Context: an optimization exercise on an open-source flow, tuned for small area and a short achievable clock period. The choices shown serve that exercise and are no tape-out recipe. In this exercise RTL edits were held to simulation tests only and were not proved equivalent to the original. Power is estimated from default activity; no workload was simulated.

== run X ==
==> flow/design.v <==
module top_riscv_cpu (
    input         clk, reset,
    input         Ext_MemWrite,
    input  [31:0] Ext_WriteData, Ext_DataAdr,
    input  [31:0] Instr,
    output        MemWrite,
    output [31:0] WriteData, DataAdr, ReadData,
    output [31:0] PC, Result
);
wire [2:0] f3 = Instr[14:12];
wire [4:0] rd = Instr[11:7];
wire [4:0] a1 = Instr[19:15];
wire [4:0] a2 = Instr[24:20];
wire i2 = Instr[2], i3 = Instr[3], i4 = Instr[4], i5 = Instr[5], i6 = Instr[6];
wire is_load   = ~i6 & ~i4 & ~i5;
wire is_store  = ~i6 & ~i4 &  i5;
wire is_alu    = ~i6 &  i4 & ~i2;           
wire is_op     = is_alu & i5;
wire is_lui    = ~i6 &  i4 &  i2 &  i5;
wire is_auipc  = ~i6 &  i4 &  i2 & ~i5;
wire is_branch =  i6 & ~i2;
wire is_jal    =  i6 &  i3;
wire is_jalr   =  i6 &  i2 & ~i3;
wire is_jump   =  i6 &  i2;
wire reg_write = ~is_store & ~is_branch;
wire [31:0] imm_i = {{20{Instr[31]}}, Instr[31:20]};
wire [31:0] imm_s = {{20{Instr[31]}}, Instr[31:25], Instr[11:7]};
wire [31:0] imm_b = {{20{Instr[31]}}, Instr[7], Instr[30:25], Instr[11:8], 1'b0};
wire [31:0] imm_j = {{12{Instr[31]}}, Instr[19:12], Instr[20], Instr[30:21], 1'b0};
wire [31:0] imm_u = {Instr[31:12], 12'b0};
wire [31:0] imm_ls = is_store ? imm_s : imm_i;
reg  [31:0] pc_q;
reg  [31:0] rf   [1:31];
reg  [31:0] dmem [0:63];
wire [31:0] rs1, rs2;
wire [31:1] sel1, sel2;
genvar r, b, w, k;
generate
    for (r = 1; r < 32; r = r + 1) begin : g_rsel
        assign sel1[r] = (a1 == r);
        assign sel2[r] = (a2 == r);
    end
    for (b = 0; b < 32; b = b + 1) begin : g_rread
        wire [31:1] t1, t2;
        for (r = 1; r < 32; r = r + 1) begin : g_t
            assign t1[r] = sel1[r] & rf[r][b];
            assign t2[r] = sel2[r] & rf[r][b];
        end
        assign rs1[b] = |t1;
        assign rs2[b] = |t2;
    end
endgenerate
wire use_rs2 = (i5 & i4) | is_branch;
wire [31:0] opb = use_rs2 ? rs2 : imm_ls;
wire sub = (is_alu & ((f3[2:1] == 2'b01) | (i5 & (f3 == 3'b000) & Instr[30]))) | is_branch;
wire [32:0] sum33 = {1'b0, rs1} + {1'b0, opb ^ {32{sub}}} + {32'b0, sub};
wire [31:0] sum = sum33[31:0];
wire ltu = ~sum33[32];
wire lts = (rs1[31] ^ opb[31]) ? rs1[31] : ltu;
wire eq  = (sum == 32'b0);
wire        sll = ~f3[2];
wire [4:0]  shamt = opb[4:0];
wire [31:0] rs1_rev;
generate
    for (b = 0; b < 32; b = b + 1) begin : g_rev
        assign rs1_rev[b] = rs1[31-b];
    end
endgenerate
wire [31:0] sh_in = sll ? rs1_rev : rs1;
wire        sh_fill = ~sll & Instr[30] & rs1[31];
wire [63:0] sh_ext = {{32{sh_fill}}, sh_in};
wire [31:0] sh_r = sh_ext >> shamt;
wire [31:0] sh_rev;
generate
    for (b = 0; b < 32; b = b + 1) begin : g_rev2
        assign sh_rev[b] = sh_r[31-b];
    end
endgenerate
wire [31:0] sh_out = sll ? sh_rev : sh_r;
reg [31:0] alu_out;
always @(*) begin
    case (f3)
        3'b000: alu_out = sum;
        3'b001: alu_out = sh_out;
        3'b010: alu_out = {31'b0, lts};
        3'b011: alu_out = {31'b0, ltu};
        3'b100: alu_out = rs1 ^ opb;
        3'b101: alu_out = sh_out;
        3'b110: alu_out = rs1 | opb;
        default: alu_out = rs1 & opb;
    endcase
end
wire [31:0] pc4     = pc_q + 32'd4;
wire [31:0] imm_pc  = i2 ? (i3 ? imm_j : imm_u) : imm_b;
wire [31:0] pc_imm  = pc_q + imm_pc;
wire        cmp     = f3[2] ? (f3[1] ? ltu : lts) : eq;
wire        taken   = is_jal | (is_branch & (cmp ^ f3[0]));
wire [31:0] pc_next = is_jalr ? sum : (taken ? pc_imm : pc4);
always @(posedge clk or posedge reset) begin
    if (reset) pc_q <= 32'b0;
    else       pc_q <= pc_next;
end
wire [1:0] alo = rs1[1:0];
wire [1:0] blo = imm_ls[1:0];
wire [1:0] byte_off = alo + blo;
wire       c2 = (alo[1] & blo[1]) | ((alo[1] ^ blo[1]) & alo[0] & blo[0]);
wire [5:0] A = rs1[7:2];
wire [5:0] B = imm_ls[7:2];
wire [63:0] rsel;
generate
    for (w = 0; w < 64; w = w + 1) begin : g_sam
        localparam [5:0] K = w;
        wire [5:0] ok;
        assign ok[0] = (A[0] ^ B[0] ^ K[0]) == c2;
        for (k = 1; k < 6; k = k + 1) begin : g_b
            assign ok[k] = (A[k] ^ B[k] ^ K[k]) ==
                           ((A[k-1] & B[k-1]) | ((A[k-1] | B[k-1]) & ~K[k-1]));
        end
        assign rsel[w] = &ok;
    end
endgenerate
wire [31:0] word;
generate
    for (b = 0; b < 32; b = b + 1) begin : g_mread
        wire [63:0] t;
        for (w = 0; w < 64; w = w + 1) begin : g_t
            assign t[w] = rsel[w] & dmem[w][b];
        end
        assign word[b] = |t;
    end
endgenerate
reg [7:0] ld_byte;
always @(*) begin
    case (byte_off)
        2'b00: ld_byte = word[7:0];
        2'b01: ld_byte = word[15:8];
        2'b10: ld_byte = word[23:16];
        default: ld_byte = word[31:24];
    endcase
end
wire [15:0] ld_half = byte_off[1] ? word[31:16] : word[15:0];
wire        sgn = ~f3[2];
reg  [31:0] ld_data;
always @(*) begin
    if (f3[1])      ld_data = word;
    else if (f3[0]) ld_data = byte_off[0] ? 32'b0 : {{16{sgn & ld_half[15]}}, ld_half};
    else            ld_data = {{24{sgn & ld_byte[7]}}, ld_byte};
end
wire [31:0] wdata = reset ? Ext_WriteData : rs2;
wire [7:0]  lane0 = wdata[7:0];
wire [7:0]  lane1 = (f3[1] | f3[0] | reset) ? wdata[15:8] : wdata[7:0];
wire [7:0]  lane2 = (f3[1] | reset) ? wdata[23:16] : wdata[7:0];
wire [7:0]  lane3 = (f3[1] | reset) ? wdata[31:24] : ((f3[0]) ? wdata[15:8] : wdata[7:0]);
wire [3:0] be_core = f3[1] ? 4'b1111 :
                     f3[0] ? (byte_off == 2'b00 ? 4'b0011 : byte_off == 2'b10 ? 4'b1100 : 4'b0000) :
                             (4'b0001 << byte_off);
wire [5:0] ext_w = Ext_DataAdr[7:2];
generate
    for (w = 0; w < 64; w = w + 1) begin : g_mwrite
        wire wsel_ext  = reset & Ext_MemWrite & (ext_w == w);
        wire wsel_core = ~reset & is_store & rsel[w];
        always @(posedge clk) begin
            if (wsel_ext | (wsel_core & be_core[0])) dmem[w][7:0]   <= lane0;
            if (wsel_ext | (wsel_core & be_core[1])) dmem[w][15:8]  <= lane1;
            if (wsel_ext | (wsel_core & be_core[2])) dmem[w][23:16] <= lane2;
            if (wsel_ext | (wsel_core & be_core[3])) dmem[w][31:24] <= lane3;
        end
    end
endgenerate
reg [31:0] res;
always @(*) begin
    if (is_load)       res = ld_data;
    else if (is_alu)   res = alu_out;
    else if (is_lui)   res = imm_u;
    else if (is_auipc) res = pc_imm;
    else               res = pc4;
end
generate
    for (r = 1; r < 32; r = r + 1) begin : g_rwrite
        always @(posedge clk) begin
            if (~reset & reg_write & (rd == r)) rf[r] <= res;
        end
    end
endgenerate
assign PC        = pc_q;
assign Result    = res;
assign ReadData  = ld_data;
assign MemWrite  = reset ? Ext_MemWrite : is_store;
assign DataAdr   = reset ? Ext_DataAdr : sum;
assign WriteData = reset ? Ext_WriteData : rs2;
endmodule
export LEC_CHECK = 0
export CAP_MARGIN = 20
export CORE_MARGIN = 2
export CORE_UTILIZATION = 40
export SETUP_SLACK_MARGIN = 5
export SLEW_MARGIN = 20
create_clock -name core_clock -period 15.0 [get_ports {clk}]
run.sh (not shown) runs the stock make flow with config.mk's settings and CLKGATE_MAP_FILE= SYNTH_SCRIPT=/design/flow/synth_recipe.tcl, a recipe that flattens the netlist after the stock synthesis.
Run X was carried through to the last stage, and its layout satisfied the timing, design-rule and antenna checks.
diff inputs: run X => run Z
- SETUP_SLACK_MARGIN: 5 -> 0.3
[summary]
Run X | status: complete | timing, DRC, antenna: pass. Run Z: all stages done; final checks FAILED (setup timing). Run X vs run Z, highest-delay cell along the critical path: or4_4 vs a311oi_4. Run Z ends up with a mean routed wirelength per cell that is about 0.9% higher than in run X. Summary — total internal power, run Z relative to run X: lower, by about 8%. Compared with run X, run Z shows a higher length of routed met3 wiring. Taking run X as the reference, in run Z global-route wire length before repair fell about 4.3%; part of the cycle the worst path needs moved up; cell area after layout lower; worst setup slack fell 2.50 ns.

Another version of the RTL of top_riscv_cpu (not shown whole).
Size: roughly 8400 cells after synthesis, ~3100 flip-flops, ~260 I/O pins, ~130000 µm² of cells after synthesis.
clock: 15.0 ns
lec_check: 0
cap_margin: 20
core_margin: 2
core_utilization: 55
setup_slack_margin: 5
slew_margin: 20
synth_hierarchical: 1
buffer_ports_args: -buffer_cell sky130_fd_sc_hd__buf_2
cts_args: -sink_clustering_enable -repair_clock_nets -dont_use_dummy_load -buf_list sky130_fd_sc_hd__clkbuf_16 -sink_clustering_size 20 -sink_clustering_max_diameter 100
standard.sh (not shown) runs the stock make flow with config.mk's settings and CLKGATE_MAP_FILE= SYNTH_SCRIPT=/design/flow/synth_recipe.tcl, a recipe that flattens the netlist after the stock synthesis.
==> flow/flow/run.sh <==
#!/bin/bash
# Standard ORFS layout (the standard.sh) with three changes:
#  - ports buffered with buf_2 instead of the default delay-buffer cell,
#  - CTS with larger sink clusters and no dummy loads,
#  - resizer free to swap cells of different footprints.
set -uo pipefail
cat >> config.mk <<'EOF'
export BUFFER_PORTS_ARGS = -buffer_cell sky130_fd_sc_hd__buf_2
export CTS_ARGS = -sink_clustering_enable -repair_clock_nets -dont_use_dummy_load -buf_list sky130_fd_sc_hd__clkbuf_16 -sink_clustering_size 20 -sink_clustering_max_diameter 100
EOF
sed -E 's#"\$\{@:-finish\}"#MATCH_CELL_FOOTPRINT=0 "${@:-finish}"#' standard.sh > my_standard.sh
bash my_standard.sh > flow_make.log 2>&1
The starting point ran to the end with no violations.
Then changed:
--- a/flow/flow/run.sh
+++ b/flow/flow/run.sh
@@ -9 +9 @@
-export CTS_ARGS = -sink_clustering_enable -repair_clock_nets -dont_use_dummy_load -buf_list sky130_fd_sc_hd__clkbuf_16 -sink_clustering_size 20 -sink_clustering_max_diameter 100
+export CTS_ARGS = -sink_clustering_enable -repair_clock_nets -dont_use_dummy_load -buf_list sky130_fd_sc_hd__clkbuf_16 -sink_clustering_size 24 -sink_clustering_max_diameter 110
--- a/flow/config.mk
+++ b/flow/config.mk
@@ -15 +15 @@
-export CTS_ARGS = -sink_clustering_enable -repair_clock_nets -dont_use_dummy_load -buf_list sky130_fd_sc_hd__clkbuf_16 -sink_clustering_size 20 -sink_clustering_max_diameter 100
+export CTS_ARGS = -sink_clustering_enable -repair_clock_nets -dont_use_dummy_load -buf_list sky130_fd_sc_hd__clkbuf_16 -sink_clustering_size 24 -sink_clustering_max_diameter 110
What happened: The new run completed with no timing, DRC or antenna violations; cell area came out lower slightly; power fell by a few percent; setup slack got worse by 0.20 ns; register-to-register slack gains 1.7 ns; global-route usage is lower by 0.54 points.

[static timing again, ports no longer ideal]
The flow's constraints put no driver on any port. The routed layouts listed below were extracted and timed again, unchanged, in two steps.
Step 1 sets driving cells, clkbuf_16 on the clock port and buf_2 on the other inputs (assumed; they add their load-dependent delay and slew).
Step 2 adds t to the input delays and takes it off the output delays; t is the mean of the earliest and latest rising clock arrival at the registers after step 1. Input paths then give back, and output paths get back, about the clock's delay inside the block.
Slacks: no drivers / after step 1 / after step 2; pairs: no drivers / after step 1.
run | t (ns) | setup slack, ns | worst data-port slew with drivers (ns)
run X | 1.068 | 2.488 / 2.319 / 2.319 | 0.21
run Z | 1.064 | -0.010 / -0.049 / -0.049 | 0.23
the first run of note 2 | 0.941 | 3.775 / 3.412 / 2.754 | 0.44
the second run of note 2 | 0.909 | 3.574 / 3.284 / 3.284 | 0.44
For the first run of note 2, which loses most, drivers alone change the setup slack by -0.363 ns; drivers and shift together by -1.021 ns.
